This is an optimization exercise on Yosys and OpenROAD, whose aim is small area, not a production implementation.
Only simulation tests tie the RTL to the original design; equivalence was not proved.
In runs 3 to 5 the design's own scripts or RTL, not TritonCTS, make the clock network.
The flow treats the clock pin as an ideal source. Dropping or thinning the clock tree relies on that and would not hold on a real chip.
Power is estimated from default activity; no workload was simulated.

`flow/flow/run.sh`:
```
#!/bin/bash
set -euo pipefail
cd "$(dirname "$0")/.."
bash standard.sh \
  BUFFER_PORTS_ARGS="-buffer_cell sky130_fd_sc_hd__buf_1" \
  CTS_ARGS="-sink_clustering_enable -repair_clock_nets -dont_use_dummy_load -buf_list sky130_fd_sc_hd__clkbuf_8" \
  REMOVE_ABC_BUFFERS=1 RECOVER_POWER=100 \
  finish > flow_make.log 2>&1
```
`flow/standard.sh`:
```
#!/bin/bash
# synth_recipe.tcl (not shown) runs the flow's synth.tcl, then flattens the netlist and writes it again
# the make line also repeats each setting of config.mk as NAME=value (left out here)
make -C /OpenROAD-flow-scripts/flow DESIGN_CONFIG=/design/flow/config.mk WORK_HOME=/design/flow/orfs CLKGATE_MAP_FILE= SYNTH_SCRIPT=/design/flow/synth_recipe.tcl "${@:-finish}"
```
`flow/config.mk`:
```
export PLATFORM = sky130hd
export DESIGN_NAME = user_logic
export DESIGN_NICKNAME = user_logic
export VERILOG_FILES = /design/flow/design.v
export SDC_FILE = /design/flow/constraint.sdc
export NUM_CORES = 4
export LEC_CHECK = 0
export CAP_MARGIN = 20
export CORE_MARGIN = 2
export CORE_UTILIZATION = 65
export GPL_TIMING_DRIVEN = 0
export SLEW_MARGIN = 20
```
`flow/constraint.sdc`:
```
create_clock -name core_clock -period 10.0 [get_ports {Bus2IP_Clk}]
set_input_delay 2.0000 -clock core_clock [delete_from_list [all_inputs] [get_ports {Bus2IP_Clk}]]
set_output_delay 2.0000 -clock core_clock [all_outputs]
set_load 0.01 [all_outputs]
```
`flow/design.v`:
```
module user_logic
(
  IR_signal,
  Interrupt,
  Bus2IP_Clk,
  Bus2IP_Reset,
  Bus2IP_Data,
  Bus2IP_BE,
  Bus2IP_RdCE,
  Bus2IP_WrCE,
  IP2Bus_Data,
  IP2Bus_RdAck,
  IP2Bus_WrAck,
  IP2Bus_Error
);
parameter C_SLV_DWIDTH                   = 32;
parameter C_NUM_REG                      = 3;
input                                     IR_signal;
output                                    Interrupt;
input                                     Bus2IP_Clk;
input                                     Bus2IP_Reset;
input      [0 : C_SLV_DWIDTH-1]           Bus2IP_Data;
input      [0 : C_SLV_DWIDTH/8-1]         Bus2IP_BE;
input      [0 : C_NUM_REG-1]              Bus2IP_RdCE;
input      [0 : C_NUM_REG-1]              Bus2IP_WrCE;
output     [0 : C_SLV_DWIDTH-1]           IP2Bus_Data;
output                                    IP2Bus_RdAck;
output                                    IP2Bus_WrAck;
output                                    IP2Bus_Error;
  localparam [11:0] Y_RST  = 12'b100110100010;
  localparam [11:0] Y_A    = 12'b111011101000;
  localparam [11:0] Y_E    = 12'b000101110111;
  localparam [11:0] M_E    = 12'b111101111011;
  localparam [11:0] Y_T    = 12'b101110111000;
  localparam [11:0] M_T    = 12'b111111011100;
  localparam [11:0] Y_W    = 12'b111011100010;
  localparam [11:0] M_W    = 12'b111101110011;
  reg  [11:0] y;
  wire te = ((y & M_E) == (Y_E & M_E));
  wire tt = ((y & M_T) == (Y_T & M_T));
  wire tw = ((y & M_W) == (Y_W & M_W));
  always @(posedge Bus2IP_Clk)
    if (Bus2IP_Reset)  y <= Y_RST;
    else if (tw)       y <= Y_A;
    else               y <= {y[10:0], y[11] ^ y[10] ^ y[9] ^ y[3]};
  reg ir_d;
  always @(posedge Bus2IP_Clk)
    ir_d <= IR_signal;
  wire lvl_low  = ~ir_d & ~IR_signal;
  wire lvl_high =  ir_d &  IR_signal;
  reg  [6:0]  n1;      
  reg         wflag;   
  reg         sflag;   
  reg  [12:0] sr;      
  reg         pend;    
  wire lo_ok  = ~n1[3] & ~n1[2] & ~(n1[1] & n1[0]);
  wire r_zero = lo_ok & (n1[6:4] == 3'b001);
  wire r_one  = lo_ok & (n1[6:4] == 3'b010);
  wire r_strt = lo_ok & (n1[6:4] == 3'b100);
  wire send   = sflag & sr[0];
  wire dec    = lvl_high & wflag & sflag & (r_zero | r_one);
  wire ld     = lvl_high & r_strt & ~send;
  always @(posedge Bus2IP_Clk)
    if (Bus2IP_Reset) begin
      n1    <= 7'd1;
      wflag <= 1'b0;
      sflag <= 1'b0;
    end else if (te) begin
      if (IR_signal)             n1 <= 7'd1;
      else if (~(n1[6] & n1[5])) n1 <= n1 + 7'd1;
      if (lvl_low)               wflag <= 1'b1;
      else if (dec)              wflag <= 1'b0;
      if (send)                  sflag <= 1'b0;
      else if (ld)               sflag <= 1'b1;
    end
  always @(posedge Bus2IP_Clk)
    if (te & ld)       sr <= 13'h1000;
    else if (te & dec) sr <= {r_one, sr[12:1]};
  reg  [0:11] reg0;
  reg  [31:0] reg1;
  reg  [0:15] reg2_hi;
  reg         irq;
  wire do_send = tt & pend;
  wire set_irq = tw & pend;
  wire clr_irq = irq & (reg2_hi == 16'h1000);
  wire wr2     = (Bus2IP_WrCE == 3'b001);
  always @(posedge Bus2IP_Clk)
    if (Bus2IP_Reset)               pend <= 1'b0;
    else if (te & send)             pend <= 1'b1;
    else if (r1_c[32])              pend <= 1'b0;
    else if (tw)                    pend <= 1'b0;
  wire r0_ld   = do_send & ~Bus2IP_Reset;
  wire r0_hold = ~do_send & ~Bus2IP_Reset;
  always @(posedge Bus2IP_Clk)
    reg0 <= ({12{r0_ld}} & sr[12:1]) | ({12{r0_hold}} & reg0);
  wire [32:0] r1_c;
  assign r1_c[0] = do_send;
  genvar gi;
  generate
    for (gi = 0; gi < 32; gi = gi + 1) begin : g_r1
      assign r1_c[gi+1] = r1_c[gi] & reg1[gi];
      always @(posedge Bus2IP_Clk)
        reg1[gi] <= ~Bus2IP_Reset & (reg1[gi] ^ r1_c[gi]);
    end
  endgenerate
  always @(posedge Bus2IP_Clk)
    if (Bus2IP_Reset) begin
      irq     <= 1'b0;
    end else begin
      if (clr_irq)      irq <= 1'b0;
      else if (set_irq) irq <= 1'b1;
    end
  wire we_b0   = wr2 & Bus2IP_BE[0] & ~Bus2IP_Reset;
  wire we_b1   = wr2 & Bus2IP_BE[1] & ~Bus2IP_Reset;
  wire keep_b0 = ~(wr2 & Bus2IP_BE[0]) & ~(clr_irq | set_irq) & ~Bus2IP_Reset;
  wire keep_b1 = ~(wr2 & Bus2IP_BE[1]) & ~(clr_irq | set_irq) & ~Bus2IP_Reset;
  always @(posedge Bus2IP_Clk) begin
    reg2_hi[0:7]  <= ({8{we_b0}} & Bus2IP_Data[0:7])  | ({8{keep_b0}} & reg2_hi[0:7]);
    reg2_hi[8:15] <= ({8{we_b1}} & Bus2IP_Data[8:15]) | ({8{keep_b1}} & reg2_hi[8:15]);
  end
  assign Interrupt = irq;
  wire rd0 = (Bus2IP_RdCE == 3'b100);
  wire rd1 = (Bus2IP_RdCE == 3'b010);
  wire rd2 = (Bus2IP_RdCE == 3'b001);
  assign IP2Bus_Data  = ({32{rd0}} & {20'b0, reg0})
                      | ({32{rd1}} & reg1)
                      | ({32{rd2}} & {reg2_hi, irq, 15'b0});
  assign IP2Bus_WrAck = Bus2IP_WrCE[0] | Bus2IP_WrCE[1] | Bus2IP_WrCE[2];
  assign IP2Bus_RdAck = Bus2IP_RdCE[0] | Bus2IP_RdCE[1] | Bus2IP_RdCE[2];
  assign IP2Bus_Error = 1'b0;
endmodule
```
==> flow_results.xml, run 1 <==
<?xml version="1.0" encoding="UTF-8"?>
<metrics>
  <group name="timing">
    <metric name="hold_viol_final" unit="">0</metric>
    <metric name="hold_slack" unit="ps">474</metric>
    <metric name="tightest_slew" unit="ps">1940</metric>
    <metric name="fin_skew" unit="ps">23.4</metric>
    <metric name="max_slew_margin" unit="%">-30.9</metric>
    <metric name="finalCritPeriodShare" unit="%">75.6</metric>
    <metric name="clock.fmax" unit="MHz">132</metric>
    <metric name="timing.setup.tns" unit="ps">0</metric>
    <metric name="finalSetupViolCount" unit="">0</metric>
    <metric name="slew_violations" unit="">59</metric>
    <metric name="layout_min_cycle_time" unit="ps">7560</metric>
    <metric name="unrepaired_setup_endpoints_after_global_routing" unit="">false</metric>
  </group>
  <group name="setup_path">
    <metric name="rrSetupSlack" unit="ps">2440</metric>
    <metric name="critical-path-top-delay-family" unit="">adder cells</metric>
    <metric name="worst-setup-path-type" unit="">reg -&gt; reg</metric>
    <metric name="cp_data_required_time" unit="ps">10170</metric>
    <metric name="critical_path_end_type" unit="">register</metric>
    <metric name="timing.critical_path.fanout_max" unit="">8</metric>
    <metric name="max_stage_delay" unit="ps">1280</metric>
    <metric name="r2r_end" unit="">pend</metric>
    <metric name="timing.critical_path.mode_cell" unit="">sky130_fd_sc_hd__ha_1</metric>
    <metric name="critPathBufInv" unit="">1</metric>
    <metric name="cp_data_arrival_time" unit="ps">7720</metric>
    <metric name="timing.reg2reg.worst_path_depth" unit="">37</metric>
    <metric name="worst_r2r_startpoint" unit="">pend</metric>
    <metric name="cell_with_the_biggest_individual_delay_on_the_critical_path" unit="">sky130_fd_sc_hd__nor4_1</metric>
    <metric name="worstSetupStartpointType" unit="">register</metric>
  </group>
  <group name="yosys">
    <metric name="synth.top_cells.by_area" unit="">sky130_fd_sc_hd__dfxtp_1 (48%), sky130_fd_sc_hd__a22o_1 (12%), sky130_fd_sc_hd__ha_1 (10%), sky130_fd_sc_hd__nor2b_1 (5.7%), sky130_fd_sc_hd__mux2i_1 (3.4%)</metric>
    <metric name="synth_top_flop_cell" unit="">sky130_fd_sc_hd__dfxtp_1</metric>
    <metric name="number_of_enable_type_register_cells_in_the_synthesized_netlist" unit="">0</metric>
    <metric name="post_synth_most_frequent_cells" unit="">sky130_fd_sc_hd__dfxtp_1 (97), sky130_fd_sc_hd__a22o_1 (56), sky130_fd_sc_hd__nor2b_1 (37)</metric>
    <metric name="ys.warnings.count" unit="">1</metric>
    <metric name="ys_seq_elements" unit="">97</metric>
    <metric name="synth_top_area_share" unit="%">47.6</metric>
    <metric name="synth_area_leader_cell" unit="">sky130_fd_sc_hd__dfxtp_1</metric>
    <metric name="syn_inst" unit="">379</metric>
    <metric name="yosys.cell_count.top_type" unit="">sky130_fd_sc_hd__dfxtp_1</metric>
    <metric name="synth_seq_area_share" unit="%">47.6</metric>
    <metric name="cell_area_synth" unit="um2">4080</metric>
    <metric name="netlist-cell-type-count" unit="">47</metric>
    <metric name="async_flop_share" unit="%">0</metric>
    <metric name="syn-mean-instance-area" unit="um2">10.8</metric>
  </group>
  <group name="grt">
    <metric name="vias_in_the_first_global_route" unit="">2951</metric>
    <metric name="antenna_found_initial" unit="">0</metric>
    <metric name="grt.overflow.total" unit="">0</metric>
    <metric name="largest_net_degree_at_the_start_of_global_routing" unit="">38</metric>
    <metric name="grt_util_all_layers" unit="%">23.5</metric>
    <metric name="global_route_wire_length_before_repair" unit="um">13400</metric>
  </group>
  <group name="routing">
    <metric name="wire_per_inst" unit="um">15.3</metric>
    <metric name="remaining_drc_errors" unit="">0</metric>
    <metric name="detailedRoute.firstPassIterationCount" unit="">4</metric>
    <metric name="via_per_inst" unit="">5.93</metric>
    <metric name="drt_wl_total" unit="um">7820</metric>
    <metric name="routed-via-count" unit="">3034</metric>
    <metric name="postRouteAntennaNets" unit="">0</metric>
    <metric name="dr.first_iter.drc_count" unit="">107</metric>
  </group>
  <group name="pwr">
    <metric name="ir_drop" unit="mV">0.122</metric>
    <metric name="power_density" unit="nW/um2">138</metric>
    <metric name="leakage" unit="nW">1.87</metric>
  </group>
  <group name="die">
    <metric name="die-area" unit="um2">6920</metric>
    <metric name="die_w" unit="um">83.2</metric>
    <metric name="row_count" unit="">28</metric>
    <metric name="ioPinCount" unit="">81</metric>
    <metric name="floorplan.initialDensity" unit="%">68.1</metric>
    <metric name="core_area" unit="um2">5990</metric>
    <metric name="dieHeight" unit="um">83.2</metric>
  </group>
  <group name="cts">
    <metric name="clock_tree.buffer_depth" unit="">2</metric>
    <metric name="hold_buffers" unit="">0</metric>
    <metric name="numCtsBuffers" unit="">9</metric>
    <metric name="skew_pair_late_insertion_delay" unit="ps">350</metric>
    <metric name="clock_tree.htree_level_count" unit="">3</metric>
    <metric name="post_cts.repair.setup_buffers" unit="">0</metric>
    <metric name="tritoncts_num_sinks" unit="">97</metric>
    <metric name="cts_tree" unit="">yes</metric>
    <metric name="clk_pin_slew_worst_paths" unit="ps">80</metric>
    <metric name="cts_root_buf" unit="">sky130_fd_sc_hd__clkbuf_8</metric>
    <metric name="cts_resized" unit="">0</metric>
  </group>
  <group name="cells_and_area">
    <metric name="num_antenna_cells" unit="">0</metric>
    <metric name="post-route-util" unit="%">74.8</metric>
    <metric name="layout-area-overhead-vs-synth" unit="%">9.85</metric>
    <metric name="num-nets-final" unit="">518</metric>
    <metric name="total_non_filler_cell_area_in_the_finished_layout" unit="um2">4480</metric>
    <metric name="layout-drive-gt1-share" unit="%">5.49</metric>
  </group>
  <group name="hold_path">
    <metric name="holdCritStartpoint" unit="">y[7]</metric>
    <metric name="worst_min_delay_path_category" unit="">reg -&gt; reg</metric>
    <metric name="min_delay_worst_endpoint" unit="">y[8]</metric>
    <metric name="min_path_cells" unit="">2</metric>
  </group>
  <group name="placed_design">
    <metric name="dpl.hpwl" unit="um">5640</metric>
    <metric name="post_dp_cell_area" unit="um2">4420</metric>
    <metric name="buffer_ports.inserted" unit="">61</metric>
    <metric name="place_congestion" unit="">0.827</metric>
  </group>
  <group name="status">
    <metric name="so.violations" unit="">capacitance limit, slew limit</metric>
    <metric name="status" unit="">complete, but fails checks</metric>
  </group>
  <group name="job">
    <metric name="max-cap-violations" unit="">3</metric>
  </group>
</metrics>
==> cells in the final DEF, fill, tap and decap left out, types with 2 or more instances in the layout <==
cell type / Yosys / routed
sky130_fd_sc_hd__a211oi_4: 2 / 2
sky130_fd_sc_hd__a21oi_1: 5 / 5
sky130_fd_sc_hd__a22o_1: 56 / 56
sky130_fd_sc_hd__and2_0: 0 / 3
sky130_fd_sc_hd__and2_1: 6 / 3
sky130_fd_sc_hd__and3_1: 4 / 4
sky130_fd_sc_hd__and4_1: 2 / 2
sky130_fd_sc_hd__buf_1: 2 / 59
sky130_fd_sc_hd__clkbuf_1: 13 / 6
sky130_fd_sc_hd__clkbuf_8: 0 / 9
sky130_fd_sc_hd__dfxtp_1: 97 / 97
sky130_fd_sc_hd__ha_1: 34 / 34
sky130_fd_sc_hd__inv_1: 6 / 6
sky130_fd_sc_hd__mux2i_1: 14 / 14
sky130_fd_sc_hd__nand2_1: 7 / 7
sky130_fd_sc_hd__nand2b_1: 4 / 4
sky130_fd_sc_hd__nand3_1: 3 / 3
sky130_fd_sc_hd__nand3b_1: 4 / 4
sky130_fd_sc_hd__nand4_1: 4 / 4
sky130_fd_sc_hd__nand4bb_1: 2 / 2
sky130_fd_sc_hd__nor2_1: 27 / 27
sky130_fd_sc_hd__nor2b_1: 37 / 37
sky130_fd_sc_hd__nor3_1: 6 / 6
sky130_fd_sc_hd__nor3b_2: 0 / 2
sky130_fd_sc_hd__nor4_1: 4 / 5
sky130_fd_sc_hd__o21ai_0: 3 / 3
sky130_fd_sc_hd__or2_2: 4 / 4
sky130_fd_sc_hd__or3_1: 6 / 6
sky130_fd_sc_hd__xnor2_1: 2 / 2
sky130_fd_sc_hd__xor2_1: 2 / 2
==> worst max path at each step <==
| stage | startpoint | to | slack [ps] | cells past startpoint |
|---|---|---|---|---|
| 2_1_floorplan | y[9] | pend | 3420 | 36 |
| 3_3_place_gp | pend | reg1[31] | 2580 | 35 |
| 3_5_place_dp | y[10] | pend | 2790 | 37 |
| 4_1_cts | y[10] | pend | 2730 | 37 |
| 5_1_grt | pend | pend | 1830 | 37 |
| 6_report | pend | pend | 2440 | 37 |
==> report_power, final <==
part | switching, mW | internal (mW)
Combinational | 0.0174 | 0.0116
Sequential | 0.00499 | 0.391
Clock | 0.114 | 0.0809
==> worst reg2reg max path, delay by kind of cell, from the launching register on <==
family	cells	cell delay, ps
flip-flops	1	500
AND/OR/NAND/NOR	3	1410
AO/OA/AOI/OAI	1	160
buffers and inverters	1	530
adder cells (fa/ha/maj)	32	4790
==> flip-flops by register name, indices dropped and copies added, names as in the netlist, 7 cells and up <==
signal and count:
reg1 32, n1 7, reg0 12, y 12, reg2_hi 16, sr 13
==> cell families (layout without fill, tap and decap cells) <==
family | count (synthesis) | after routing | synth area share [%]
multiplexers | 14 | 14 | 3.44
XOR/XNOR | 4 | 4 | 0.859
adder cells (fa/ha/maj) | 34 | 34 | 10.4
other | 1 | 1 | 0.0919
AO/OA/AOI/OAI | 74 | 74 | 15.6
flip-flops | 97 | 97 | 47.6
buffers and inverters | 24 | 82 | 2.42
AND/OR/NAND/NOR | 131 | 131 | 19.5
==> routing by layer <==
metal | vias to the layer above | share of wire [%] | GRT usage (%) | wire length, um
met1 | 1431 | 47 | 31.2 | 3650
met2 | 97 | 46 | 37.5 | 3580
met3 | 15 | 5.9 | 5.57 | 462
met5 | - | 0 | 0 | 0
met4 | 0 | 1.6 | 8.64 | 124
li1 | 1491 | - | - | -
==> stage by stage <==
stage | setup WS, ps | instances | power, mW
finish | 2440 | 512 | 0.620
global route | 1830 | 512 | 0.642
CTS | 2730 | 512 | 0.627
detailed placement | 2790 | 503 | 0.436
global placement | 2580 | 497 | 0.432
floorplan | 3420 | 361 | 0.419
==> area by class of cell <==
| class | count | area [um2] |
|---|---|---|
| Clock buffer | 9 | 124 |
| Inverter | 6 | 22.5 |
| Multi-Input combinational cell | 258 | 2040 |
| Fill cell | 478 | 1510 |
| Tap cell | 75 | 93.8 |
| Sequential cell | 97 | 1940 |
| Timing Repair Buffer | 67 | 263 |
==> inputs of run 2 (changes only) <==
==> flow/flow/run.sh (replaced) <==
#!/bin/bash
set -euo pipefail
cd "$(dirname "$0")/.."
bash standard.sh \
  BUFFER_PORTS_ARGS="-buffer_cell sky130_fd_sc_hd__buf_1" \
  CTS_ARGS="-sink_clustering_enable -repair_clock_nets -dont_use_dummy_load -buf_list sky130_fd_sc_hd__clkbuf_8" \
  finish > flow_make.log 2>&1
--- a/flow/config.mk
+++ b/flow/config.mk
@@ -7,6 +7,5 @@
 export LEC_CHECK = 0
 export CAP_MARGIN = 20
 export CORE_MARGIN = 2
-export CORE_UTILIZATION = 65
-export GPL_TIMING_DRIVEN = 0
+export CORE_UTILIZATION = 40
 export SLEW_MARGIN = 20
==> run 2 against run 1 <==
  * The run now finishes clean
  * Worst hold slack worse by 12 ps
  * Fmax is 4.4% higher
  * Clock-buffer cell count stayed put
  * Synthesized area stayed put
  * Combinational power is 2% higher
  * Wire length is 3.5% higher
  * Largest power group unchanged
  * Highest routed layer unchanged
==> flow_results.xml, run 2 <==
<?xml version="1.0" encoding="UTF-8"?>
<metrics>
  <group name="hold_path">
    <metric name="worst_min_delay_path_category" unit="">reg -&gt; reg</metric>
    <metric name="min_path_cells" unit="">2</metric>
  </group>
  <group name="cts">
    <metric name="numCtsBuffers" unit="">9</metric>
    <metric name="post_cts.repair.setup_buffers" unit="">0</metric>
    <metric name="cts_resized" unit="">0</metric>
    <metric name="clk_pin_slew_worst_paths" unit="ps">70</metric>
    <metric name="cts_tree" unit="">yes</metric>
    <metric name="hold_buffers" unit="">0</metric>
    <metric name="cts_root_buf" unit="">sky130_fd_sc_hd__clkbuf_8</metric>
    <metric name="clock_tree.htree_level_count" unit="">3</metric>
    <metric name="clock_tree.buffer_depth" unit="">2</metric>
    <metric name="skew_pair_late_insertion_delay" unit="ps">360</metric>
    <metric name="tritoncts_num_sinks" unit="">97</metric>
  </group>
  <group name="yosys">
    <metric name="ys.warnings.count" unit="">1</metric>
    <metric name="synth_area_leader_cell" unit="">sky130_fd_sc_hd__dfxtp_1</metric>
    <metric name="ys_seq_elements" unit="">97</metric>
    <metric name="post_synth_most_frequent_cells" unit="">sky130_fd_sc_hd__dfxtp_1 (97), sky130_fd_sc_hd__a22o_1 (56), sky130_fd_sc_hd__nor2b_1 (37)</metric>
    <metric name="synth_seq_area_share" unit="%">47.6</metric>
    <metric name="number_of_enable_type_register_cells_in_the_synthesized_netlist" unit="">0</metric>
    <metric name="yosys.cell_count.top_type" unit="">sky130_fd_sc_hd__dfxtp_1</metric>
    <metric name="async_flop_share" unit="%">0</metric>
    <metric name="synth.top_cells.by_area" unit="">sky130_fd_sc_hd__dfxtp_1 (48%), sky130_fd_sc_hd__a22o_1 (12%), sky130_fd_sc_hd__ha_1 (10%), sky130_fd_sc_hd__nor2b_1 (5.7%), sky130_fd_sc_hd__mux2i_1 (3.4%)</metric>
    <metric name="synth_top_flop_cell" unit="">sky130_fd_sc_hd__dfxtp_1</metric>
    <metric name="syn_inst" unit="">379</metric>
    <metric name="syn-mean-instance-area" unit="um2">10.8</metric>
    <metric name="synth_top_area_share" unit="%">47.6</metric>
    <metric name="netlist-cell-type-count" unit="">47</metric>
    <metric name="cell_area_synth" unit="um2">4080</metric>
  </group>
  <group name="pwr">
    <metric name="clock_power_share" unit="%">31.6</metric>
    <metric name="ir_drop" unit="mV">0.0672</metric>
    <metric name="leakage" unit="nW">1.89</metric>
    <metric name="post-layout-total-power" unit="mW">0.623</metric>
    <metric name="power.sequential.fraction" unit="%">63.6</metric>
    <metric name="p_int" unit="mW">0.484</metric>
    <metric name="p_sw_share" unit="%">22.3</metric>
    <metric name="total_switching_power" unit="mW">0.139</metric>
    <metric name="pwr-share-comb" unit="%">4.8</metric>
    <metric name="power_density" unit="nW/um2">136</metric>
  </group>
  <group name="die">
    <metric name="die_w" unit="um">105</metric>
    <metric name="ioPinCount" unit="">81</metric>
    <metric name="row_count" unit="">36</metric>
    <metric name="core_area" unit="um2">9820</metric>
    <metric name="floorplan.initialDensity" unit="%">41.5</metric>
    <metric name="dieHeight" unit="um">105</metric>
    <metric name="die-area" unit="um2">11000</metric>
  </group>
  <group name="job">
    <metric name="max-cap-violations" unit="">0</metric>
  </group>
  <group name="grt">
    <metric name="vias_in_the_first_global_route" unit="">2788</metric>
    <metric name="global_route_wire_length_before_repair" unit="um">13500</metric>
    <metric name="grt.overflow.total" unit="">0</metric>
    <metric name="largest_net_degree_at_the_start_of_global_routing" unit="">67</metric>
    <metric name="grt_util_all_layers" unit="%">14.9</metric>
    <metric name="antenna_found_initial" unit="">0</metric>
  </group>
  <group name="setup_path">
    <metric name="cp_data_arrival_time" unit="ps">7510</metric>
    <metric name="worst-setup-path-type" unit="">reg -&gt; reg</metric>
    <metric name="cp_data_required_time" unit="ps">10280</metric>
    <metric name="timing.reg2reg.worst_path_depth" unit="">37</metric>
    <metric name="timing.critical_path.fanout_max" unit="">13</metric>
    <metric name="worstSetupStartpointType" unit="">register</metric>
    <metric name="cell_with_the_biggest_individual_delay_on_the_critical_path" unit="">sky130_fd_sc_hd__dfxtp_1</metric>
    <metric name="timing.critical_path.mode_cell" unit="">sky130_fd_sc_hd__ha_1</metric>
    <metric name="max_stage_delay" unit="ps">410</metric>
    <metric name="critical_path_end_type" unit="">register</metric>
  </group>
  <group name="cells_and_area">
    <metric name="layout.cells.most_common_list" unit="">sky130_fd_sc_hd__dfxtp_1 (97), sky130_fd_sc_hd__buf_1 (60), sky130_fd_sc_hd__a22o_1 (56)</metric>
    <metric name="layout-drive-gt1-share" unit="%">6.67</metric>
    <metric name="num-nets-final" unit="">516</metric>
    <metric name="leading_cell_type_in_the_layout_fill_and_taps_excluded" unit="">sky130_fd_sc_hd__dfxtp_1</metric>
    <metric name="registers.top_by_ff_count" unit="">reg1</metric>
    <metric name="largest_reg_flops" unit="">32</metric>
    <metric name="num_antenna_cells" unit="">0</metric>
    <metric name="layout-area-overhead-vs-synth" unit="%">12.2</metric>
    <metric name="reg_top3" unit="">reg1: 32 flops, reg2_hi: 16 flops, sr: 13 flops</metric>
    <metric name="fill_cells" unit="">960</metric>
  </group>
  <group name="routing">
    <metric name="postRouteAntennaNets" unit="">0</metric>
    <metric name="via_per_inst" unit="">5.22</metric>
    <metric name="drt_wl_total" unit="um">8100</metric>
    <metric name="detailedRoute.firstPassIterationCount" unit="">4</metric>
    <metric name="remaining_drc_errors" unit="">0</metric>
    <metric name="wire_per_inst" unit="um">14.3</metric>
    <metric name="routed-via-count" unit="">2963</metric>
    <metric name="dr.first_iter.drc_count" unit="">167</metric>
  </group>
  <group name="timing">
    <metric name="layout_min_cycle_time" unit="ps">7240</metric>
    <metric name="finalSetupViolCount" unit="">0</metric>
    <metric name="slew_violations" unit="">0</metric>
    <metric name="unrepaired_setup_endpoints_after_global_routing" unit="">false</metric>
    <metric name="finalCritPeriodShare" unit="%">72.4</metric>
    <metric name="hold_viol_final" unit="">0</metric>
    <metric name="fin_skew" unit="ps">26.3</metric>
    <metric name="timing.setup.tns" unit="ps">0</metric>
    <metric name="tightest_slew" unit="ps">1110</metric>
    <metric name="clock.fmax" unit="MHz">138</metric>
    <metric name="max_slew_margin" unit="%">26.1</metric>
  </group>
  <group name="placed_design">
    <metric name="dpl.hpwl" unit="um">5690</metric>
    <metric name="place_congestion" unit="">0.790</metric>
    <metric name="buffer_ports.inserted" unit="">61</metric>
  </group>
  <group name="status">
    <metric name="status" unit="">finished clean</metric>
  </group>
</metrics>
run 2: worst max-delay path: cells and delay by family (launching register included):
kind	cells	cell delay, ps
AOI/OAI and AO/OA	1	320
buffers and inverters	1	210
and+or+nand+nor	3	300
DFF	1	410
adders and majority gates	32	5930
run 2: power groups by stage:
stage,logic [mW],clock network (mW),registers [mW]
after floorplan,0.0198,0,0.403
after global placement,0.0290,0,0.405
after detailed placement,0.0296,0,0.405
after CTS,0.0298,0.204,0.396
after global routing,0.0329,0.218,0.397
final,0.0297,0.197,0.396
run 2: logic make-up after synthesis:
group / synth area share, %
AO/OA/AOI/OAI: 15.6
XOR/XNOR: 0.859
adder cells (fa/ha/maj): 10.4
buffers and inverters: 2.42
flip-flops: 47.6
multiplexers: 3.44
other: 0.0919
AND/OR/NAND/NOR: 19.5
run 2: final timing paths:
path,start,endpoint,slack (ps)
setup / recovery,pend,pend,2760
hold / removal,y[7],y[8],460
setup reg to reg,pend,pend,2760
hold reg to reg,y[7],y[8],460
run 2: final cells by class:
cell class                 count  area, um2  area share (%)
inverter                       6       22.5           0.492
multi-input combinational    258       2060            45.1
sequential                    97       1940            42.4
timing repair buffer          65        260            5.68
clock buffer                   9        124            2.71
tap                          133        166            3.63
run 2: stage by stage:
step           hold WS [ps]  instances  instance area [um2]  utilization [%]  setup slack [ps]
2_1_floorplan           432        379                 4080                -              3340
4_1_cts                 465        568                 4570             46.6              2680
3_3_place_gp            456        559                 4450             45.3              2770
6_report                462        568                 4580             46.6              2760
3_5_place_dp            453        559                 4450             45.3              2700
5_1_grt                 487        568                 4580             46.6              2430
run 2: layer usage:
| metal | share of wire [%] | up-vias | global-route usage (%) | wire length [um] |
|---|---|---|---|---|
| li1 | - | 1491 | - | - |
| met1 | 50 | 1407 | 20.2 | 4030 |
| met2 | 45 | 55 | 23.6 | 3670 |
| met3 | 3.4 | 10 | 2.87 | 274 |
| met4 | 1.4 | 0 | 5.52 | 117 |
| met5 | 0 | - | 0 | 0 |
==> inputs of run 3 (changes only) <==
--- a/flow/design.v
+++ b/flow/design.v
@@ -73,9 +73,14 @@
       if (send)                  sflag <= 1'b0;
       else if (ld)               sflag <= 1'b1;
     end
+  wire sr_ld   = te & ld;
+  wire sr_sh   = te & dec;
+  wire sr_hold = ~(sr_ld | sr_sh);
+  wire [12:0] sr_d;
+  ul_ao22 u_sr [11:0] (.a(sr_sh), .b(sr[12:1]), .c(sr_hold), .d(sr[11:0]), .y(sr_d[11:0]));
+  assign sr_d[12] = (sr_sh & r_one) | (sr_hold & sr[12]) | sr_ld;
   always @(posedge Bus2IP_Clk)
-    if (te & ld)       sr <= 13'h1000;
-    else if (te & dec) sr <= {r_one, sr[12:1]};
+    sr <= sr_d;
   reg  [0:11] reg0;
   reg  [31:0] reg1;
   reg  [0:15] reg2_hi;
@@ -91,16 +96,19 @@
     else if (tw)                    pend <= 1'b0;
   wire r0_ld   = do_send & ~Bus2IP_Reset;
   wire r0_hold = ~do_send & ~Bus2IP_Reset;
+  wire [0:11] reg0_d;
+  ul_ao22 u_r0 [0:11] (.a(r0_ld), .b(sr[12:1]), .c(r0_hold), .d(reg0), .y(reg0_d));
   always @(posedge Bus2IP_Clk)
-    reg0 <= ({12{r0_ld}} & sr[12:1]) | ({12{r0_hold}} & reg0);
+    reg0 <= reg0_d;
   wire [32:0] r1_c;
   assign r1_c[0] = do_send;
   genvar gi;
   generate
     for (gi = 0; gi < 32; gi = gi + 1) begin : g_r1
-      assign r1_c[gi+1] = r1_c[gi] & reg1[gi];
+      wire d;
+      ul_cnt_bit u_c (.q(reg1[gi]), .ci(r1_c[gi]), .rst(Bus2IP_Reset), .d(d), .co(r1_c[gi+1]));
       always @(posedge Bus2IP_Clk)
-        reg1[gi] <= ~Bus2IP_Reset & (reg1[gi] ^ r1_c[gi]);
+        reg1[gi] <= d;
     end
   endgenerate
   always @(posedge Bus2IP_Clk)
@@ -114,10 +122,11 @@
   wire we_b1   = wr2 & Bus2IP_BE[1] & ~Bus2IP_Reset;
   wire keep_b0 = ~(wr2 & Bus2IP_BE[0]) & ~(clr_irq | set_irq) & ~Bus2IP_Reset;
   wire keep_b1 = ~(wr2 & Bus2IP_BE[1]) & ~(clr_irq | set_irq) & ~Bus2IP_Reset;
-  always @(posedge Bus2IP_Clk) begin
-    reg2_hi[0:7]  <= ({8{we_b0}} & Bus2IP_Data[0:7])  | ({8{keep_b0}} & reg2_hi[0:7]);
-    reg2_hi[8:15] <= ({8{we_b1}} & Bus2IP_Data[8:15]) | ({8{keep_b1}} & reg2_hi[8:15]);
-  end
+  wire [0:15] reg2_d;
+  ul_ao22 u_r2a [0:7] (.a(we_b0), .b(Bus2IP_Data[0:7]),  .c(keep_b0), .d(reg2_hi[0:7]),  .y(reg2_d[0:7]));
+  ul_ao22 u_r2b [0:7] (.a(we_b1), .b(Bus2IP_Data[8:15]), .c(keep_b1), .d(reg2_hi[8:15]), .y(reg2_d[8:15]));
+  always @(posedge Bus2IP_Clk)
+    reg2_hi <= reg2_d;
   assign Interrupt = irq;
   wire rd0 = (Bus2IP_RdCE == 3'b100);
   wire rd1 = (Bus2IP_RdCE == 3'b010);
@@ -129,3 +138,10 @@
   assign IP2Bus_RdAck = Bus2IP_RdCE[0] | Bus2IP_RdCE[1] | Bus2IP_RdCE[2];
   assign IP2Bus_Error = 1'b0;
 endmodule
+module ul_ao22 (input a, input b, input c, input d, output y);
+  assign y = (a & b) | (c & d);
+endmodule
+module ul_cnt_bit (input q, input ci, input rst, output d, output co);
+  assign d  = ~rst & (q ^ ci);
+  assign co = q & ci;
+endmodule
==> flow/flow/run.sh (replaced) <==
#!/bin/bash
# The standard layout (standard synthesis unchanged) with three changes:
#  * port buffers are buf_1 instead of the default clkdlybuf4s50_1;
#  * the clock tree is rebuilt after CTS by clock_tree.tcl (POST_CTS hook):
#    CLK_NBUF buffers of type CLK_BUF_CELL, each fed from the clock port;
#  * CTS itself inserts no dummy loads.
# The full make output goes to flow_make.log in the work folder; ORFS's own
# per-step logs are under orfs/logs.
set -euo pipefail
cd "$(dirname "$0")/.."
export CLK_NBUF=3
export CLK_BUF_CELL=sky130_fd_sc_hd__clkbuf_16
bash standard.sh \
  BUFFER_PORTS_ARGS="-buffer_cell sky130_fd_sc_hd__buf_1" \
  CTS_ARGS="-sink_clustering_enable -repair_clock_nets -dont_use_dummy_load -buf_list sky130_fd_sc_hd__clkbuf_8" \
  POST_CTS_TCL="$(pwd)/flow/clock_tree.tcl" \
  finish > flow_make.log 2>&1
==> flow/flow/clock_tree.tcl (new file) <==
set nbuf [expr {[info exists ::env(CLK_NBUF)] ? $::env(CLK_NBUF) : 4}]
set balance [expr {[info exists ::env(CLK_BALANCE)] ? $::env(CLK_BALANCE) : 1}]
set bcell [expr {[info exists ::env(CLK_BUF_CELL)] ? $::env(CLK_BUF_CELL) : "sky130_fd_sc_hd__clkbuf_8"}]
set block [ord::get_db_block]
set clkport [$block findBTerm Bus2IP_Clk]
set clknet [$clkport getNet]
# walk the tree from the port: collect buffers and sinks
set sinks {}
set bufs {}
set todo [list $clknet]
while {[llength $todo]} {
  set net [lindex $todo 0]; set todo [lrange $todo 1 end]
  foreach it [$net getITerms] {
    set inst [$it getInst]
    if {![$it isInputSignal] && [$it getIoType] ne "INPUT"} { continue }
    set m [[$inst getMaster] getName]
    if {[string match "*clkbuf*" $m] || [string match "*clkinv*" $m]} {
      lappend bufs $inst
      lappend todo [[$inst findITerm X] getNet]
    } else {
      lappend sinks $it
    }
  }
}
foreach b $bufs {
  set on [[$b findITerm X] getNet]
  foreach it [$b getITerms] { if {[$it getNet] ne "NULL"} { $it disconnect } }
  odb::dbInst_destroy $b
  if {$on ne "NULL" && $on ne $clknet && [llength [$on getITerms]] == 0} { odb::dbNet_destroy $on }
}
foreach it $sinks { if {[$it getNet] ne "NULL"} { $it disconnect } }
# k-means on sink locations
set pts {}
foreach it $sinks {
  set bb [[$it getInst] getBBox]
  lappend pts [list [expr {([$bb xMin]+[$bb xMax])/2.0}] [expr {([$bb yMin]+[$bb yMax])/2.0}]]
}
set n [llength $pts]
set cents {}
set sorted [lsort -real -index 0 $pts]
for {set k 0} {$k < $nbuf} {incr k} { lappend cents [lindex $sorted [expr {int(($k+0.5)*$n/$nbuf)}]] }
for {set iter 0} {$iter < 50} {incr iter} {
  # balanced assignment: each buffer takes at most cap sinks; the sinks with
  # the most to lose from a second choice pick first
  set cap [expr {$balance ? ($n + $nbuf - 1) / $nbuf : $n}]
  set order {}
  set i 0
  foreach p $pts {
    set ds {}
    for {set k 0} {$k < $nbuf} {incr k} {
      set c [lindex $cents $k]
      lappend ds [expr {abs([lindex $p 0]-[lindex $c 0]) + abs([lindex $p 1]-[lindex $c 1])}]
    }
    set sd [lsort -real $ds]
    lappend order [list $i [expr {[lindex $sd 1] - [lindex $sd 0]}] $ds]
    incr i
  }
  set asg [lrepeat $n 0]
  set used [lrepeat $nbuf 0]
  foreach o [lsort -real -decreasing -index 1 $order] {
    set ds [lindex $o 2]
    set best -1; set bd 1e30
    for {set k 0} {$k < $nbuf} {incr k} {
      if {[lindex $used $k] < $cap && [lindex $ds $k] < $bd} { set bd [lindex $ds $k]; set best $k }
    }
    lset asg [lindex $o 0] $best
    lset used $best [expr {[lindex $used $best] + 1}]
  }
  set nc {}
  for {set k 0} {$k < $nbuf} {incr k} {
    set sx 0; set sy 0; set cnt 0
    foreach p $pts a $asg { if {$a == $k} { set sx [expr {$sx+[lindex $p 0]}]; set sy [expr {$sy+[lindex $p 1]}]; incr cnt } }
    if {$cnt} { lappend nc [list [expr {$sx/$cnt}] [expr {$sy/$cnt}]] } else { lappend nc [lindex $cents $k] }
  }
  set cents $nc
}
set master [[ord::get_db] findMaster $bcell]
for {set k 0} {$k < $nbuf} {incr k} {
  set b [odb::dbInst_create $block $master "clkbuf_leaf_$k"]
  set c [lindex $cents $k]
  $b setLocation [expr {int([lindex $c 0])}] [expr {int([lindex $c 1])}]
  $b setPlacementStatus PLACED
  set net [odb::dbNet_create $block "clknet_leaf_$k"]
  $net setSigType CLOCK
  [$b findITerm A] connect $clknet
  [$b findITerm X] connect $net
  set cnt 0
  foreach it $sinks a $asg { if {$a == $k} { $it connect $net; incr cnt } }
  puts "clk4: buffer $k ($bcell) drives $cnt sinks"
}
puts "clk4: removed [llength $bufs] CTS buffers, [llength $sinks] sinks"
detailed_placement
check_placement -verbose
--- a/flow/config.mk
+++ b/flow/config.mk
@@ -7,5 +7,5 @@
 export LEC_CHECK = 0
 export CAP_MARGIN = 20
 export CORE_MARGIN = 2
-export CORE_UTILIZATION = 40
+export CORE_UTILIZATION = 80
 export SLEW_MARGIN = 20
==> run 3 against run 2 <==
  * Critical endpoint unchanged
  * Wire length increased by 25%
  * Still clean
  * Largest cell class unchanged
  * Design area decreased by 4.9%
  * Via count increased by 12%
  * Fmax decreased by 11%
==> flow_results.xml, run 3 <==
<?xml version="1.0" encoding="UTF-8"?>
<metrics>
  <group name="timing">
    <metric name="layout_min_cycle_time" unit="ps">8140</metric>
    <metric name="slew_violations" unit="">0</metric>
    <metric name="finalSetupViolCount" unit="">0</metric>
    <metric name="unrepaired_setup_endpoints_after_global_routing" unit="">false</metric>
    <metric name="finalCritPeriodShare" unit="%">81.4</metric>
    <metric name="max_slew_margin" unit="%">30.0</metric>
    <metric name="tightest_slew" unit="ps">1050</metric>
    <metric name="clock.fmax" unit="MHz">123</metric>
    <metric name="hold_viol_final" unit="">0</metric>
    <metric name="fin_skew" unit="ps">16.9</metric>
    <metric name="timing.setup.tns" unit="ps">0</metric>
  </group>
  <group name="cells_and_area">
    <metric name="leading_cell_type_in_the_layout_fill_and_taps_excluded" unit="">sky130_fd_sc_hd__dfxtp_1</metric>
    <metric name="layout-drive-gt1-share" unit="%">3.55</metric>
    <metric name="fill_cells" unit="">189</metric>
    <metric name="layout.cells.most_common_list" unit="">sky130_fd_sc_hd__dfxtp_1 (97), sky130_fd_sc_hd__buf_1 (60), sky130_fd_sc_hd__a22o_1 (56)</metric>
    <metric name="registers.top_by_ff_count" unit="">reg1</metric>
    <metric name="combined_area_of_the_multi_input_logic_cells" unit="um2">1970</metric>
    <metric name="num-nets-final" unit="">512</metric>
    <metric name="layout-area-overhead-vs-synth" unit="%">8.61</metric>
    <metric name="final-seq-area" unit="um2">1940</metric>
    <metric name="largest_reg_flops" unit="">32</metric>
    <metric name="reg_top3" unit="">reg1: 32 flops, reg2_hi: 16 flops, sr: 13 flops</metric>
    <metric name="num_antenna_cells" unit="">0</metric>
    <metric name="post-route-util" unit="%">91.0</metric>
  </group>
  <group name="pwr">
    <metric name="ir_drop" unit="mV">0.154</metric>
    <metric name="power_density" unit="nW/um2">132</metric>
    <metric name="leakage" unit="nW">1.81</metric>
  </group>
  <group name="routing">
    <metric name="remaining_drc_errors" unit="">0</metric>
    <metric name="detailedRoute.firstPassIterationCount" unit="">5</metric>
    <metric name="routed-via-count" unit="">3311</metric>
    <metric name="via_per_inst" unit="">6.77</metric>
    <metric name="dr.first_iter.drc_count" unit="">252</metric>
    <metric name="postRouteAntennaNets" unit="">0</metric>
    <metric name="wire_per_inst" unit="um">20.8</metric>
    <metric name="drt_wl_total" unit="um">10200</metric>
  </group>
  <group name="setup_path">
    <metric name="critical_path_end_type" unit="">register</metric>
    <metric name="cell_with_the_biggest_individual_delay_on_the_critical_path" unit="">sky130_fd_sc_hd__dfxtp_1</metric>
    <metric name="worstSetupStartpointType" unit="">register</metric>
    <metric name="cp_data_required_time" unit="ps">10100</metric>
    <metric name="timing.reg2reg.worst_path_depth" unit="">37</metric>
    <metric name="timing.critical_path.mode_cell" unit="">sky130_fd_sc_hd__ha_1</metric>
    <metric name="worst-setup-path-type" unit="">reg -&gt; reg</metric>
    <metric name="max_stage_delay" unit="ps">390</metric>
    <metric name="cp_data_arrival_time" unit="ps">8240</metric>
    <metric name="timing.critical_path.fanout_max" unit="">13</metric>
  </group>
  <group name="die">
    <metric name="dieHeight" unit="um">74.8</metric>
    <metric name="row_count" unit="">25</metric>
    <metric name="floorplan.initialDensity" unit="%">83.8</metric>
    <metric name="die_w" unit="um">74.8</metric>
    <metric name="die-area" unit="um2">5590</metric>
    <metric name="ioPinCount" unit="">81</metric>
    <metric name="core_area" unit="um2">4790</metric>
  </group>
  <group name="yosys">
    <metric name="yosys.cell_count.top_type" unit="">sky130_fd_sc_hd__dfxtp_1</metric>
    <metric name="cell_area_synth" unit="um2">4010</metric>
    <metric name="synth_area_leader_cell" unit="">sky130_fd_sc_hd__dfxtp_1</metric>
    <metric name="ys_seq_elements" unit="">97</metric>
    <metric name="muxShareOfSynthArea" unit="%">3.00</metric>
    <metric name="synth_top_flop_cell" unit="">sky130_fd_sc_hd__dfxtp_1</metric>
    <metric name="synth_top_family_by_area" unit="">simple AND/OR/NAND/NOR gates</metric>
    <metric name="ys.warnings.count" unit="">1</metric>
    <metric name="number_of_enable_type_register_cells_in_the_synthesized_netlist" unit="">0</metric>
    <metric name="parity_gate_share_of_the_synthesized_area_counting_xor_and_xnor_cells" unit="%">0.655</metric>
    <metric name="synth_top_area_share" unit="%">48.4</metric>
    <metric name="netlist-cell-type-count" unit="">46</metric>
    <metric name="synth_compound_gate_area_share" unit="%">16.1</metric>
    <metric name="synth_simple_gate_area_share" unit="%">18.2</metric>
    <metric name="async_flop_share" unit="%">0</metric>
    <metric name="post_synth_most_frequent_cells" unit="">sky130_fd_sc_hd__dfxtp_1 (97), sky130_fd_sc_hd__a22o_1 (56), sky130_fd_sc_hd__ha_1 (34), sky130_fd_sc_hd__nor2b_1 (34), sky130_fd_sc_hd__nor2_1 (19)</metric>
    <metric name="syn_inst" unit="">375</metric>
    <metric name="syn-mean-instance-area" unit="um2">10.7</metric>
    <metric name="synth_adder_area_share" unit="%">10.6</metric>
    <metric name="synth.top_cells.by_area" unit="">sky130_fd_sc_hd__dfxtp_1 (48%), sky130_fd_sc_hd__a22o_1 (12%), sky130_fd_sc_hd__ha_1 (11%), sky130_fd_sc_hd__nor2b_1 (5.3%), sky130_fd_sc_hd__mux2i_1 (3.0%)</metric>
    <metric name="synth_seq_area_share" unit="%">48.4</metric>
  </group>
  <group name="cts">
    <metric name="tritoncts_num_sinks" unit="">97</metric>
    <metric name="skew_pair_late_insertion_delay" unit="ps">180</metric>
    <metric name="clk_pin_slew_worst_paths" unit="ps">110</metric>
  </group>
  <group name="grt">
    <metric name="antenna_found_initial" unit="">0</metric>
    <metric name="vias_in_the_first_global_route" unit="">3168</metric>
    <metric name="global_route_wire_length_before_repair" unit="um">15300</metric>
    <metric name="grt_util_all_layers" unit="%">36.3</metric>
    <metric name="grt.overflow.total" unit="">0</metric>
    <metric name="largest_net_degree_at_the_start_of_global_routing" unit="">67</metric>
  </group>
  <group name="hold_path">
    <metric name="worst_min_delay_path_category" unit="">reg -&gt; reg</metric>
    <metric name="min_path_cells" unit="">1</metric>
  </group>
  <group name="placed_design">
    <metric name="buffer_ports.inserted" unit="">61</metric>
    <metric name="place_congestion" unit="">0.821</metric>
    <metric name="dpl.hpwl" unit="um">6500</metric>
  </group>
  <group name="status">
    <metric name="status" unit="">finished clean</metric>
  </group>
  <group name="job">
    <metric name="max-cap-violations" unit="">0</metric>
  </group>
</metrics>
run 3: cell count changes in the layout (fill, tap and decap cells not counted), moves of 3 or more:
cell and delta:
sky130_fd_sc_hd__nor2b_1 -3, sky130_fd_sc_hd__o21ai_0 +3, sky130_fd_sc_hd__nor2_1 -8, sky130_fd_sc_hd__a21oi_1 +4, sky130_fd_sc_hd__clkbuf_16 +3, sky130_fd_sc_hd__nand4_1 -3
sky130_fd_sc_hd__clkbuf_8 -9
run 3: area by class of cell:
| cell class | count | share of cell area, % |
|---|---|---|
| Multi-Input combinational cell | 251 | 45.3 |
| Sequential cell | 97 | 44.6 |
| Timing Repair Buffer | 65 | 5.98 |
| Tap cell | 67 | 1.93 |
| Buffer | 3 | 1.72 |
| Inverter | 6 | 0.517 |
run 3: per-stage QoR:
step                      setup WS, ps  std cells  power (mW)  instance area [um2]  hold slack, ps
after floorplan                   2710        375       0.421                 4010             426
after global placement            2330        486       0.430                 4280             445
after detailed placement          2080        486       0.432                 4280             454
after global routing              1610        489       0.588                 4350             479
final                             1860        489       0.575                 4350             480
run 3: cells by family after synthesis:
| logic type | Yosys count |
|---|---|
| multiplexers | 12 |
| other | 1 |
| buffers and inverters | 27 |
| XOR/XNOR | 3 |
| AO/OA/AOI/OAI | 81 |
| AND/OR/NAND/NOR | 120 |
| adder cells (fa/ha/maj) | 34 |
| flip-flops | 97 |
run 3: final timing paths:
path	startpoint	to	slack (ps)
hold / removal	y[0]	y[1]	480
setup reg to reg	y[10]	pend	1860
hold reg to reg	y[0]	y[1]	480
setup / recovery	y[10]	pend	1860
run 3: power breakdown:
part           leakage, nW  internal [mW]  total, mW  switching [mW]
logic                0.990         0.0103     0.0296          0.0192
clock network       0.0370         0.0561      0.150          0.0936
registers            0.786          0.392      0.396         0.00422
total                 1.81          0.458      0.575           0.117
run 3: critical path, delay by kind of cell, from the launching register on:
kind                       cells  cell delay, ps
buffers and inverters          1             220
DFF                            1             390
adders and majority gates     32            6650
AOI/OAI and AO/OA              1             170
and+or+nand+nor                3             650
run 3: per-layer routing:
metal | wire (um) | GRT usage [%] | share of wire [%] | vias up
li1 | - | - | - | 1467
met1 | 3820 | 43.1 | 38 | 1581
met2 | 5190 | 65.7 | 51 | 203
met3 | 682 | 5.22 | 6.7 | 60
met4 | 459 | 15.5 | 4.5 | 0
met5 | 0 | 0 | 0 | -
==> inputs of run 4 (changes only) <==
==> flow/config.mk (replaced) <==
export PLATFORM = sky130hd
export DESIGN_NAME = user_logic
export DESIGN_NICKNAME = user_logic
export VERILOG_FILES = /design/flow/design.v
export SDC_FILE = /design/flow/constraint.sdc
export NUM_CORES = 4
export LEC_CHECK = 0
export CAP_MARGIN = 0
export CORE_MARGIN = 2
export CORE_UTILIZATION = 65
export SLEW_MARGIN = 0
==> run 4 against run 3 <==
  * First-iteration DRC count decreased by 55%
  * Register-to-register slack improved by 330 ps
  * Clock power about the same
  * Power decreased by 0.33%
  * Cell count increased by 1.6%
  * Design area increased by 0.23%
  * Critical path type unchanged
  * Critical endpoint unchanged
  * Largest cell class unchanged
==> flow_results.xml, run 4 <==
<?xml version="1.0" encoding="UTF-8"?>
<metrics>
  <group name="status">
    <metric name="status" unit="">finished clean</metric>
  </group>
  <group name="die">
    <metric name="ioPinCount" unit="">81</metric>
    <metric name="row_count" unit="">28</metric>
    <metric name="die-area" unit="um2">6810</metric>
    <metric name="die_w" unit="um">82.5</metric>
    <metric name="core_area" unit="um2">5960</metric>
    <metric name="dieHeight" unit="um">82.5</metric>
    <metric name="floorplan.initialDensity" unit="%">67.3</metric>
  </group>
  <group name="yosys">
    <metric name="number_of_enable_type_register_cells_in_the_synthesized_netlist" unit="">0</metric>
    <metric name="ys_seq_elements" unit="">97</metric>
    <metric name="parity_gate_share_of_the_synthesized_area_counting_xor_and_xnor_cells" unit="%">0.655</metric>
    <metric name="syn_inst" unit="">375</metric>
    <metric name="ys.warnings.count" unit="">1</metric>
    <metric name="synth.top_cells.by_area" unit="">sky130_fd_sc_hd__dfxtp_1 (48%), sky130_fd_sc_hd__a22o_1 (12%), sky130_fd_sc_hd__ha_1 (11%), sky130_fd_sc_hd__nor2b_1 (5.3%), sky130_fd_sc_hd__mux2i_1 (3.0%)</metric>
    <metric name="synth_seq_area_share" unit="%">48.4</metric>
    <metric name="synth_simple_gate_area_share" unit="%">18.2</metric>
    <metric name="cell_area_synth" unit="um2">4010</metric>
    <metric name="yosys.cell_count.top_type" unit="">sky130_fd_sc_hd__dfxtp_1</metric>
    <metric name="synth_compound_gate_area_share" unit="%">16.1</metric>
    <metric name="synth_top_flop_cell" unit="">sky130_fd_sc_hd__dfxtp_1</metric>
    <metric name="muxShareOfSynthArea" unit="%">3.00</metric>
    <metric name="synth_area_leader_cell" unit="">sky130_fd_sc_hd__dfxtp_1</metric>
    <metric name="syn-mean-instance-area" unit="um2">10.7</metric>
    <metric name="synth_top_area_share" unit="%">48.4</metric>
    <metric name="netlist-cell-type-count" unit="">46</metric>
    <metric name="post_synth_most_frequent_cells" unit="">sky130_fd_sc_hd__dfxtp_1 (97), sky130_fd_sc_hd__a22o_1 (56), sky130_fd_sc_hd__ha_1 (34), sky130_fd_sc_hd__nor2b_1 (34), sky130_fd_sc_hd__nor2_1 (19)</metric>
    <metric name="async_flop_share" unit="%">0</metric>
    <metric name="synth_adder_area_share" unit="%">10.6</metric>
    <metric name="synth_top_family_by_area" unit="">simple AND/OR/NAND/NOR gates</metric>
  </group>
  <group name="hold_path">
    <metric name="holdCritStartpoint" unit="">wflag</metric>
    <metric name="min_path_cells" unit="">2</metric>
    <metric name="worst_min_delay_path_category" unit="">reg -&gt; reg</metric>
    <metric name="min_delay_worst_endpoint" unit="">wflag</metric>
  </group>
  <group name="cells_and_area">
    <metric name="reg_top3" unit="">reg1: 32 flops, reg2_hi: 16 flops, sr: 13 flops</metric>
    <metric name="post-route-util" unit="%">73.3</metric>
    <metric name="fin_cells" unit="">497</metric>
    <metric name="leading_cell_type_in_the_layout_fill_and_taps_excluded" unit="">sky130_fd_sc_hd__dfxtp_1</metric>
    <metric name="num-nets-final" unit="">512</metric>
    <metric name="num_antenna_cells" unit="">0</metric>
    <metric name="layout-drive-gt1-share" unit="%">3.55</metric>
    <metric name="layout.cells.most_common_list" unit="">sky130_fd_sc_hd__dfxtp_1 (97), sky130_fd_sc_hd__buf_1 (60), sky130_fd_sc_hd__a22o_1 (56)</metric>
    <metric name="registers.top_by_ff_count" unit="">reg1</metric>
    <metric name="largest_reg_flops" unit="">32</metric>
    <metric name="layout-area-overhead-vs-synth" unit="%">8.86</metric>
  </group>
  <group name="routing">
    <metric name="highest_metal_used" unit="">met4</metric>
    <metric name="routed-via-count" unit="">2930</metric>
    <metric name="wl_met1" unit="um">3660</metric>
    <metric name="dr.first_iter.drc_count" unit="">113</metric>
    <metric name="wire_per_inst" unit="um">15.4</metric>
    <metric name="detailroute.wirelength.met3" unit="um">336</metric>
    <metric name="met2_length" unit="um">3570</metric>
    <metric name="postRouteAntennaNets" unit="">0</metric>
    <metric name="detailedRoute.firstPassIterationCount" unit="">4</metric>
    <metric name="via_per_inst" unit="">5.90</metric>
    <metric name="remaining_drc_errors" unit="">0</metric>
    <metric name="drt_wl_total" unit="um">7640</metric>
  </group>
  <group name="setup_path">
    <metric name="cp_data_arrival_time" unit="ps">7910</metric>
    <metric name="worst_r2r_startpoint" unit="">y[10]</metric>
    <metric name="r2r_end" unit="">pend</metric>
    <metric name="critical_path_end_type" unit="">register</metric>
    <metric name="rrSetupSlack" unit="ps">2190</metric>
    <metric name="worstSetupStartpointType" unit="">register</metric>
    <metric name="cp_data_required_time" unit="ps">10110</metric>
    <metric name="timing.critical_path.fanout_max" unit="">13</metric>
    <metric name="timing.critical_path.mode_cell" unit="">sky130_fd_sc_hd__ha_1</metric>
    <metric name="worst-setup-path-type" unit="">reg -&gt; reg</metric>
    <metric name="max_stage_delay" unit="ps">380</metric>
    <metric name="timing.reg2reg.worst_path_depth" unit="">37</metric>
    <metric name="cell_with_the_biggest_individual_delay_on_the_critical_path" unit="">sky130_fd_sc_hd__dfxtp_1</metric>
  </group>
  <group name="timing">
    <metric name="layout_min_cycle_time" unit="ps">7810</metric>
    <metric name="finalCritPeriodShare" unit="%">78.1</metric>
    <metric name="fin_skew" unit="ps">7.92</metric>
    <metric name="finalSetupViolCount" unit="">0</metric>
    <metric name="clock.fmax" unit="MHz">128</metric>
    <metric name="tightest_slew" unit="ps">1120</metric>
    <metric name="max_slew_margin" unit="%">25.0</metric>
    <metric name="hold_viol_final" unit="">0</metric>
    <metric name="slew_violations" unit="">0</metric>
    <metric name="timing.setup.tns" unit="ps">0</metric>
    <metric name="unrepaired_setup_endpoints_after_global_routing" unit="">false</metric>
  </group>
  <group name="job">
    <metric name="max-cap-violations" unit="">0</metric>
  </group>
  <group name="placed_design">
    <metric name="buffer_ports.inserted" unit="">61</metric>
    <metric name="place_inst" unit="">494</metric>
    <metric name="dpl.hpwl" unit="um">5390</metric>
    <metric name="place_congestion" unit="">0.794</metric>
  </group>
  <group name="cts">
    <metric name="skew_pair_late_insertion_delay" unit="ps">170</metric>
    <metric name="tritoncts_num_sinks" unit="">97</metric>
    <metric name="clk_pin_slew_worst_paths" unit="ps">110</metric>
  </group>
  <group name="grt">
    <metric name="grt_util_all_layers" unit="%">22.1</metric>
    <metric name="antenna_found_initial" unit="">0</metric>
    <metric name="largest_net_degree_at_the_start_of_global_routing" unit="">67</metric>
    <metric name="vias_in_the_first_global_route" unit="">2591</metric>
    <metric name="grt.overflow.total" unit="">0</metric>
    <metric name="global_route_wire_length_before_repair" unit="um">11800</metric>
  </group>
  <group name="pwr">
    <metric name="ir_drop" unit="mV">0.155</metric>
    <metric name="leakage" unit="nW">1.81</metric>
    <metric name="power_density" unit="nW/um2">131</metric>
  </group>
</metrics>
run 4: per-layer routing:
layer	global-route usage, %	up-vias
met1	29.1	1390
met2	37.6	62
li1	-	1470
met4	4.43	0
met3	4.46	8
met5	0	-
run 4: final cells by class:
type | instances | area, um2
buffer | 3 | 75.1
fill | 453 | 1590
inverter | 6 | 22.5
multi-input combinational | 251 | 1970
sequential | 97 | 1940
tap | 75 | 93.8
timing repair buffer | 65 | 260
run 4: where the power goes:
group          switching (mW)  leakage, nW  internal [mW]  total, mW
sequential            0.00382        0.786          0.392      0.395
clock                  0.0938       0.0370         0.0561      0.150
combinational          0.0176        0.990         0.0103     0.0279
total                   0.115         1.81          0.458      0.573
run 4: worst max-delay path, delay by kind of cell (launching register included):
kind	cells	cell delay, ps
buf+inv	1	210
simple gates	3	580
compound gates	1	130
flops	1	380
fa+ha+maj	32	6430
run 4: how the worst max path moves through the flow:
stage,startpoint,endpoint,slack [ps],cells after the start
2_1_floorplan,y[10],pend,2710,37
3_3_place_gp,y[10],pend,2220,37
3_5_place_dp,y[10],pend,2190,37
5_1_grt,y[8],pend,1790,37
6_report,y[10],pend,2190,37
run 4: cell families after synthesis:
kind of cell | after synthesis
AND/OR/NAND/NOR | 120
other | 1
flip-flops | 97
adder cells (fa/ha/maj) | 34
buffers and inverters | 27
multiplexers | 12
XOR/XNOR | 3
AO/OA/AOI/OAI | 81
run 4: stage by stage:
stage / area (um2) / worst slack [ps] / hold WS [ps] / power, mW
2_1_floorplan: 4010 / 2710 / 426 / 0.421
3_5_place_dp: 4290 / 2190 / 452 / 0.432
6_report: 4360 / 2190 / 471 / 0.573
3_3_place_gp: 4290 / 2220 / 448 / 0.431
5_1_grt: 4360 / 1790 / 491 / 0.591
==> inputs of run 5 (changes only) <==
--- a/flow/flow/run.sh
+++ b/flow/flow/run.sh
@@ -13,5 +13,6 @@
 bash standard.sh \
   BUFFER_PORTS_ARGS="-buffer_cell sky130_fd_sc_hd__buf_1" \
   CTS_ARGS="-sink_clustering_enable -repair_clock_nets -dont_use_dummy_load -buf_list sky130_fd_sc_hd__clkbuf_8" \
+  REMOVE_ABC_BUFFERS=1 \
   POST_CTS_TCL="$(pwd)/flow/clock_tree.tcl" \
   finish > flow_make.log 2>&1
--- a/flow/config.mk
+++ b/flow/config.mk
@@ -5,7 +5,8 @@
 export SDC_FILE = /design/flow/constraint.sdc
 export NUM_CORES = 4
 export LEC_CHECK = 0
-export CAP_MARGIN = 0
+export CAP_MARGIN = 20
 export CORE_MARGIN = 2
 export CORE_UTILIZATION = 65
-export SLEW_MARGIN = 0
+export GPL_TIMING_DRIVEN = 0
+export SLEW_MARGIN = 20
==> run 5 against run 4 <==
  * Clock skew grew 2.8 ps
  * Register-to-register slack gained 20 ps
  * Wire length shrank 0.35%
  * Die area is the same
  * Synthesized area is the same
  * Sequential power is essentially flat
  * Setup slack gained 23 ps
  * Core utilization grew 0.61 points
  * Synthesized cell count is the same
  * Critical path depth is the same
  * First-iteration DRC count grew 62%
  * Largest cell class unchanged
  * Highest routed layer unchanged
==> flow_results.xml, run 5 <==
<?xml version="1.0" encoding="UTF-8"?>
<metrics>
  <group name="status">
    <metric name="status" unit="">finished clean</metric>
  </group>
  <group name="setup_path">
    <metric name="critPathBufInv" unit="">1</metric>
    <metric name="critical_path_end_type" unit="">register</metric>
    <metric name="critical-path-top-delay-family" unit="">adder cells</metric>
    <metric name="cp_data_required_time" unit="ps">10120</metric>
    <metric name="worst-setup-path-type" unit="">reg -&gt; reg</metric>
    <metric name="max_stage_delay" unit="ps">370</metric>
    <metric name="cell_with_the_biggest_individual_delay_on_the_critical_path" unit="">sky130_fd_sc_hd__dfxtp_1</metric>
    <metric name="worstSetupStartpointType" unit="">register</metric>
    <metric name="timing.critical_path.mode_cell" unit="">sky130_fd_sc_hd__ha_1</metric>
    <metric name="timing.critical_path.fanout_max" unit="">7</metric>
    <metric name="cp_data_arrival_time" unit="ps">7900</metric>
  </group>
  <group name="yosys">
    <metric name="netlist-cell-type-count" unit="">46</metric>
    <metric name="yosys.cell_count.top_type" unit="">sky130_fd_sc_hd__dfxtp_1</metric>
    <metric name="number_of_enable_type_register_cells_in_the_synthesized_netlist" unit="">0</metric>
    <metric name="ys_seq_elements" unit="">97</metric>
    <metric name="post_synth_most_frequent_cells" unit="">sky130_fd_sc_hd__dfxtp_1 (97), sky130_fd_sc_hd__a22o_1 (56), sky130_fd_sc_hd__ha_1 (34), sky130_fd_sc_hd__nor2b_1 (34), sky130_fd_sc_hd__nor2_1 (19)</metric>
    <metric name="cell_area_synth" unit="um2">4010</metric>
    <metric name="synth.top_cells.by_area" unit="">sky130_fd_sc_hd__dfxtp_1 (48%), sky130_fd_sc_hd__a22o_1 (12%), sky130_fd_sc_hd__ha_1 (11%), sky130_fd_sc_hd__nor2b_1 (5.3%), sky130_fd_sc_hd__mux2i_1 (3.0%)</metric>
    <metric name="syn_inst" unit="">375</metric>
    <metric name="syn-mean-instance-area" unit="um2">10.7</metric>
    <metric name="synth_top_area_share" unit="%">48.4</metric>
    <metric name="synth_area_leader_cell" unit="">sky130_fd_sc_hd__dfxtp_1</metric>
    <metric name="synth_top_flop_cell" unit="">sky130_fd_sc_hd__dfxtp_1</metric>
    <metric name="ys.warnings.count" unit="">1</metric>
    <metric name="async_flop_share" unit="%">0</metric>
    <metric name="synth_seq_area_share" unit="%">48.4</metric>
  </group>
  <group name="grt">
    <metric name="grt.overflow.total" unit="">0</metric>
    <metric name="grt.met1_usage" unit="%">32.1</metric>
    <metric name="largest_net_degree_at_the_start_of_global_routing" unit="">37</metric>
    <metric name="layer_with_the_highest_usage_after_global_routing" unit="">met2</metric>
    <metric name="vias_in_the_first_global_route" unit="">2582</metric>
    <metric name="grt_util_all_layers" unit="%">22.7</metric>
    <metric name="global_route_wire_length_before_repair" unit="um">12200</metric>
    <metric name="antenna_found_initial" unit="">0</metric>
    <metric name="grtUsageMet3" unit="%">3.70</metric>
    <metric name="globalRouteMet2Util" unit="%">36.9</metric>
  </group>
  <group name="timing">
    <metric name="unrepaired_setup_endpoints_after_global_routing" unit="">false</metric>
    <metric name="finalCritPeriodShare" unit="%">77.9</metric>
    <metric name="timing.setup.tns" unit="ps">0</metric>
    <metric name="hold_viol_final" unit="">0</metric>
    <metric name="tightest_slew" unit="ps">938</metric>
    <metric name="slew_violations" unit="">0</metric>
    <metric name="clock.fmax" unit="MHz">128</metric>
    <metric name="finalSetupViolCount" unit="">0</metric>
    <metric name="max_slew_margin" unit="%">37.0</metric>
    <metric name="fin_skew" unit="ps">10.7</metric>
    <metric name="layout_min_cycle_time" unit="ps">7790</metric>
    <metric name="crit_path_setup_slack_layout" unit="ps">2210</metric>
  </group>
  <group name="die">
    <metric name="core_area" unit="um2">5960</metric>
    <metric name="floorplan.initialDensity" unit="%">67.3</metric>
    <metric name="die-area" unit="um2">6810</metric>
    <metric name="die_w" unit="um">82.5</metric>
    <metric name="dieHeight" unit="um">82.5</metric>
    <metric name="row_count" unit="">28</metric>
    <metric name="ioPinCount" unit="">81</metric>
  </group>
  <group name="cells_and_area">
    <metric name="layout.cells.most_common_list" unit="">sky130_fd_sc_hd__dfxtp_1 (97), sky130_fd_sc_hd__buf_1 (60), sky130_fd_sc_hd__a22o_1 (56)</metric>
    <metric name="num_antenna_cells" unit="">0</metric>
    <metric name="leading_cell_type_in_the_layout_fill_and_taps_excluded" unit="">sky130_fd_sc_hd__dfxtp_1</metric>
    <metric name="layout-drive-gt1-share" unit="%">4.25</metric>
    <metric name="registers.top_by_ff_count" unit="">reg1</metric>
    <metric name="largest_reg_flops" unit="">32</metric>
    <metric name="reg_top3" unit="">reg1: 32 flops, reg2_hi: 16 flops, sr: 13 flops</metric>
    <metric name="num-nets-final" unit="">514</metric>
    <metric name="layout-area-overhead-vs-synth" unit="%">9.77</metric>
  </group>
  <group name="placed_design">
    <metric name="dp_worst_setup_slack" unit="ps">2240</metric>
    <metric name="place_congestion" unit="">0.814</metric>
    <metric name="buffer_ports.inserted" unit="">61</metric>
    <metric name="dpl.hpwl" unit="um">5600</metric>
  </group>
  <group name="routing">
    <metric name="drt_wl_total" unit="um">7610</metric>
    <metric name="detailedRoute.firstPassIterationCount" unit="">4</metric>
    <metric name="remaining_drc_errors" unit="">0</metric>
    <metric name="wire_per_inst" unit="um">15.3</metric>
    <metric name="via_per_inst" unit="">5.87</metric>
    <metric name="postRouteAntennaNets" unit="">0</metric>
    <metric name="routed-via-count" unit="">2931</metric>
    <metric name="dr.first_iter.drc_count" unit="">183</metric>
  </group>
  <group name="cts">
    <metric name="skew_pair_late_insertion_delay" unit="ps">170</metric>
    <metric name="tritoncts_num_sinks" unit="">97</metric>
    <metric name="clk_pin_slew_worst_paths" unit="ps">110</metric>
  </group>
  <group name="pwr">
    <metric name="ir_drop" unit="mV">0.142</metric>
    <metric name="power_density" unit="nW/um2">130</metric>
    <metric name="leakage" unit="nW">1.83</metric>
  </group>
  <group name="job">
    <metric name="max-cap-violations" unit="">0</metric>
  </group>
  <group name="hold_path">
    <metric name="worst_min_delay_path_category" unit="">reg -&gt; reg</metric>
  </group>
</metrics>
## run 5: cell counts after synthesis
No cell type changed its count.
## run 5: logic make-up (layout without fill, tap and decap cells)
family	Yosys count	after routing	synth area share [%]
simple gates	120	120	18.2
flops	97	97	48.4
compound gates	81	81	16.1
fa+ha+maj	34	34	10.6
buf+inv	27	76	2.87
mux	12	12	3.00
xor+xnor	3	3	0.656
other cells	1	1	0.0935
## run 5: power breakdown
group / total (mW) / switching [mW] / internal [mW]
sequential: 0.395 / 0.00362 / 0.392
combinational: 0.0292 / 0.0180 / 0.0113
clock: 0.147 / 0.0915 / 0.0560
total: 0.572 / 0.113 / 0.459
## run 5: path summary, 6_finish.rpt
check	cells past startpoint	slack [ps]	end	from
setup / recovery	37	2210	pend	y[10]
hold / removal	1	470	y[6]	y[5]
setup reg to reg	37	2210	pend	y[10]
hold reg to reg	1	470	y[6]	y[5]
## run 5: area by class of cell
class / count / area [um2]
Buffer: 3 / 75.1
Inverter: 6 / 22.5
Fill cell: 463 / 1560
Multi-Input combinational cell: 251 / 1980
Tap cell: 75 / 93.8
Timing Repair Buffer: 67 / 292
Sequential cell: 97 / 1940
## run 5: routing by layer
metal / part of all wire, % / vias up
li1: - / 1467
met1: 47 / 1384
met2: 47 / 72
met3: 5.1 / 8
met4: 1.0 / 0
met5: 0 / -
## run 5: through the flow
stage / power (mW) / instance area, um2 / hold slack [ps] / util [%] / cells
after global placement: 0.430 / 4240 / 442 / 71.2 / 490
after global routing: 0.593 / 4400 / 486 / 73.9 / 499
after floorplan: 0.417 / 3920 / 426 / - / 354
after detailed placement: 0.433 / 4330 / 445 / 72.6 / 496
final: 0.572 / 4400 / 470 / 73.9 / 499

Check on run 5: ideal ports give 2.214 ns setup slack; a clkbuf_16 on the clock port and buf_2 on the inputs give 2.214 ns; moving port delays by the midpoint clock arrival (0.232 ns) as well gives 2.214 ns.
